Background: an optimization exercise with open tools, aiming at small area. Do not read the settings as production practice. At most, simulation tests tie the RTL to the original design; equivalence was not proved. Power and IR drop assume default switching activity.

## alpha
==> flow/design.v <==
module router_fsm(input clock,resetn,pkt_valid,fifo_full,fifo_empty_0,fifo_empty_1,fifo_empty_2,soft_reset_0,soft_reset_1,soft_reset_2,parity_done,low_pkt_valid,input[1:0]data_in, output write_enb_reg,detect_add,ld_state,laf_state,lfd_state,rst_int_reg,busy,output reg [1:0]temp);
parameter decode_address    =3'b000,
	  load_first_data   =3'b001,
	  load_data         =3'b010,
	  fifo_full_state   =3'b011,
	  load_after_full   =3'b100,
	  load_parity       =3'b101,
	  check_parity_error=3'b110,
	  wait_till_empty   =3'b111;
reg [2:0]ps,ns;
always@(posedge clock)
	if(ps==decode_address)
		temp<=data_in;
wire sel_empty = (data_in==2'b00) ? fifo_empty_0 : (data_in==2'b01) ? fifo_empty_1 : fifo_empty_2;
wire cur_empty = (temp==2'b00) ? fifo_empty_0 : (temp==2'b01) ? fifo_empty_1 : (temp==2'b10) ? fifo_empty_2 : 1'b0;
wire cur_sr    = (temp==2'b00) ? soft_reset_0 : (temp==2'b01) ? soft_reset_1 : (temp==2'b10) ? soft_reset_2 : 1'b0;
always@(posedge clock)
	if(!resetn || cur_sr)
		ps<=decode_address;
	else
		ps<=ns;
always@(*)
begin
	ns=ps;
	case(ps)
		decode_address:
			if(pkt_valid && data_in!=2'b11)
				ns = sel_empty ? load_first_data : wait_till_empty;
		load_first_data:
			ns=load_data;
		load_data:
			if(fifo_full)
				ns=fifo_full_state;
			else if(!pkt_valid)
				ns=load_parity;
		fifo_full_state:
			if(!fifo_full)
				ns=load_after_full;
		load_after_full:
			if(parity_done)
				ns=decode_address;
			else if(low_pkt_valid)
				ns=load_parity;
			else
				ns=load_data;
		load_parity:
			ns=check_parity_error;
		check_parity_error:
			ns = fifo_full ? fifo_full_state : decode_address;
		wait_till_empty:
			if(cur_empty)
				ns=load_first_data;
	endcase
end
assign detect_add = (ps==decode_address);
assign lfd_state  = (ps==load_first_data);
assign ld_state   = (ps==load_data);
assign busy = (ps!=decode_address) && (ps!=load_data);
assign write_enb_reg = (ps==load_data) || (ps==load_parity) || (ps==load_after_full);
assign laf_state = (ps==load_after_full);
assign rst_int_reg = (ps==check_parity_error);
endmodule
module router_sync(input clock,resetn,full_0,full_1,full_2,empty_0,empty_1,empty_2,write_enb_reg,read_enb_0,read_enb_1,read_enb_2,input[1:0]temp,output [2:0]write_enb,output vld_out_0,vld_out_1,vld_out_2,output fifo_full,output soft_reset_0,soft_reset_1,soft_reset_2);
assign fifo_full = (temp==2'b00) ? full_0 : (temp==2'b01) ? full_1 : (temp==2'b10) ? full_2 : 1'b0;
assign write_enb = write_enb_reg ? {temp==2'b10, temp==2'b01, temp==2'b00} : 3'b000;
assign vld_out_0 = ~empty_0;
assign vld_out_1 = ~empty_1;
assign vld_out_2 = ~empty_2;
router_wdog W0 (.clock(clock),.resetn(resetn),.vld(vld_out_0),.read_enb(read_enb_0),.soft_reset(soft_reset_0));
router_wdog W1 (.clock(clock),.resetn(resetn),.vld(vld_out_1),.read_enb(read_enb_1),.soft_reset(soft_reset_1));
router_wdog W2 (.clock(clock),.resetn(resetn),.vld(vld_out_2),.read_enb(read_enb_2),.soft_reset(soft_reset_2));
endmodule
module router_wdog(input clock,resetn,vld,read_enb,output soft_reset);
reg [4:0]count;
assign soft_reset = count==5'b10000;
always@(posedge clock)
	if(!resetn || !vld || read_enb)
		count<=0;
	else
		count<={count[3:0], ~(count[4]^count[2]) | soft_reset};
endmodule
module router_reg(input clock,resetn,pkt_valid,fifo_full,rst_int_reg,detect_add,ld_state,laf_state,lfd_state,input[7:0]data_in,output reg err,parity_done,low_pkt_valid,output reg[7:0]dout);
reg[7:0]full_byte,parity_diff;
wire hdr_ld = detect_add && pkt_valid && data_in[1:0]!=2'b11;
always@(posedge clock)
	if(hdr_ld || (ld_state && !fifo_full))
		dout<=data_in;
	else if(laf_state)
		dout<=full_byte;
always@(posedge clock)
	if(ld_state && fifo_full)
		full_byte<=data_in;
always@(posedge clock)
	if(detect_add)
		parity_diff<= hdr_ld ? data_in : 8'd0;
	else if(ld_state)
		parity_diff<=parity_diff^data_in;
always@(posedge clock)
	if(!resetn || rst_int_reg)
		low_pkt_valid<=1'b0;
	else if(ld_state && !pkt_valid)
		low_pkt_valid<=1'b1;
always@(posedge clock)
	if(!resetn)
		parity_done<=1'b0;
	else if((ld_state && !fifo_full && !pkt_valid) || (laf_state && low_pkt_valid))
		parity_done<=1'b1;
	else if(detect_add)
		parity_done<=1'b0;
always@(posedge clock)
	if(!resetn)
		err<=1'b0;
	else if(parity_done)
		err<= |parity_diff;
endmodule
module router_fifo(input clock,resetn,soft_reset,write_enb,read_enb,input[7:0]data_in,output full,empty,output [7:0]data_out);
reg [3:0]count;
reg cleared;
reg [7:0]mem[15:0];
integer i;
assign full  = count==4'd15;
assign empty = count==4'd0;
wire wr = write_enb && !full;
wire rd = read_enb && !empty;
always@(posedge clock)
	if(wr) begin
		mem[0]<=data_in;
		for(i=1;i<16;i=i+1)
			mem[i]<=mem[i-1];
	end
always@(posedge clock)
	if(!resetn || soft_reset)
		count<=0;
	else if(wr && !rd)
		count<=count+1'b1;
	else if(rd && !wr)
		count<=count-1'b1;
always@(posedge clock)
	if(!resetn || soft_reset)
		cleared<=1'b1;
	else if(rd)
		cleared<=1'b0;
reg [7:0]r; integer j;
always@(*) begin
	r=0;
	for(j=0;j<16;j=j+1) if(count==j && !cleared) r = r | mem[j];
end
assign data_out = r;
endmodule
module router_top(input clock,resetn,read_enb_0,read_enb_1,read_enb_2,pkt_valid,input [7:0]data_in, output [7:0]data_out_0,data_out_1,data_out_2, output vld_out_0,vld_out_1,vld_out_2,err,busy);
wire [2:0]write_enb;
wire [7:0]dout;
wire [1:0]temp;
wire fifo_full,empty_0,empty_1,empty_2,full_0,full_1,full_2,soft_reset_0,soft_reset_1,soft_reset_2;
wire parity_done,low_pkt_valid,write_enb_reg,detect_add,ld_state,laf_state,lfd_state,rst_int_reg;
router_fsm FSM1 (.clock(clock),.resetn(resetn),.pkt_valid(pkt_valid),.fifo_full(fifo_full),
	.fifo_empty_0(empty_0),.fifo_empty_1(empty_1),.fifo_empty_2(empty_2),
	.soft_reset_0(soft_reset_0),.soft_reset_1(soft_reset_1),.soft_reset_2(soft_reset_2),
	.parity_done(parity_done),.low_pkt_valid(low_pkt_valid),.data_in(data_in[1:0]),
	.write_enb_reg(write_enb_reg),.detect_add(detect_add),.ld_state(ld_state),.laf_state(laf_state),
	.lfd_state(lfd_state),.rst_int_reg(rst_int_reg),.busy(busy),.temp(temp));
router_sync SYNC1 (.clock(clock),.resetn(resetn),.temp(temp),.full_0(full_0),.full_1(full_1),.full_2(full_2),
	.empty_0(empty_0),.empty_1(empty_1),.empty_2(empty_2),.write_enb_reg(write_enb_reg),
	.read_enb_0(read_enb_0),.read_enb_1(read_enb_1),.read_enb_2(read_enb_2),.write_enb(write_enb),
	.vld_out_0(vld_out_0),.vld_out_1(vld_out_1),.vld_out_2(vld_out_2),.fifo_full(fifo_full),
	.soft_reset_0(soft_reset_0),.soft_reset_1(soft_reset_1),.soft_reset_2(soft_reset_2));
router_reg REG1 (.clock(clock),.resetn(resetn),.pkt_valid(pkt_valid),.fifo_full(fifo_full),.rst_int_reg(rst_int_reg),
	.detect_add(detect_add),.ld_state(ld_state),.laf_state(laf_state),.lfd_state(lfd_state),.data_in(data_in),
	.err(err),.parity_done(parity_done),.low_pkt_valid(low_pkt_valid),.dout(dout));
router_fifo FIFO0 (.clock(clock),.resetn(resetn),.soft_reset(soft_reset_0),.write_enb(write_enb[0]),.read_enb(read_enb_0),.data_in(dout),.full(full_0),.empty(empty_0),.data_out(data_out_0));
router_fifo FIFO1 (.clock(clock),.resetn(resetn),.soft_reset(soft_reset_1),.write_enb(write_enb[1]),.read_enb(read_enb_1),.data_in(dout),.full(full_1),.empty(empty_1),.data_out(data_out_1));
router_fifo FIFO2 (.clock(clock),.resetn(resetn),.soft_reset(soft_reset_2),.write_enb(write_enb[2]),.read_enb(read_enb_2),.data_in(dout),.full(full_2),.empty(empty_2),.data_out(data_out_2));
endmodule
export LEC_CHECK = 0
export ABC_AREA = 1
export CAP_MARGIN = 20
export CORE_MARGIN = 2
export CORE_UTILIZATION = 60
export SLEW_MARGIN = 20
create_clock -name core_clock -period 5.0 [get_ports {clock}]
standard.sh (not shown) runs the stock make flow with config.mk's settings and CLKGATE_MAP_FILE= SYNTH_SCRIPT=/design/flow/synth_recipe.tcl, a recipe that flattens the netlist after the stock synthesis.
==> flow/flow/run.sh <==
#!/bin/bash
set -euo pipefail
export BUFFER_PORTS_ARGS="-buffer_cell sky130_fd_sc_hd__buf_1"
export CTS_ARGS="-sink_clustering_enable -repair_clock_nets -sink_clustering_size 30 -sink_clustering_max_diameter 80 -dont_use_dummy_load -root_buf sky130_fd_sc_hd__clkbuf_8 -tree_buf sky130_fd_sc_hd__clkbuf_8"
bash standard.sh > run_standard.log 2>&1
Changes in beta relative to alpha:
==> flow/design.v, changed modules only <==
module router_wdog(input clock,resetn,vld,read_enb,output soft_reset);
reg [4:0]count;
assign soft_reset = count==5'b10000;
always@(posedge clock)
	if(!resetn || !vld || read_enb)
		count<=0;
	else
		count<={count[3:0], ~(count[4]^count[2])};
endmodule
--- outcome ---
- Number of nets in the final layout across alpha and beta: no real change.
- On fmax: beta sits above alpha.
- When beta is measured against alpha, its first-pass GRT wire length turns out about 2.7% higher.
- Changes observed in beta relative to alpha: final RePlAce weighted congestion decreased 6.0%; design internal power shows a reduction of 21 uW; cell count comparable.
- beta: worst reg-to-reg path cell count 6 below alpha
- Looking only at proportion of power drawn by combinational gates, and setting everything else aside, the higher value of alpha and beta goes to alpha.
- As far as total power is concerned, beta and alpha perform about the same.
- Between alpha and beta, the difference in layout-stage area growth over the synthesis result is negligible.
- Re part of the cycle the worst path needs: alpha and beta aren't equal, and the higher value belongs to alpha.
- On worst relative slew slack, alpha loses to beta.
The RTL of alpha was laid out without a check of its function.

[separate check: timing with driven ports]
The flow's constraints put no driver on any port. The routed layouts listed below were extracted and timed again, unchanged, in two steps. Step 1 (the two cells are an assumption about what drives the block):
set clk [get_ports {clock}]
set_driving_cell -lib_cell sky130_fd_sc_hd__clkbuf_16 $clk
set_driving_cell -lib_cell sky130_fd_sc_hd__buf_2 [delete_from_list [all_inputs] $clk]
Step 2 also shifts input and output timing later by t, the mid clock arrival at the registers, as if the neighbouring blocks saw the same clock. a / b / c = ideal ports / drivers / drivers and shift; a / b = the first two.
run | t (ns) | setup slack, ns | latest minus earliest clock arrival (ns) | worst register clock-pin slew, ns
alpha | 0.643 | 1.061 / 1.014 / 1.627 | 0.035 / 0.034 | 0.11 / 0.11
beta | 0.625 | 1.128 / 1.081 / 1.707 | 0.075 / 0.075 | 0.12 / 0.12
After both steps every run listed still meets setup and hold.
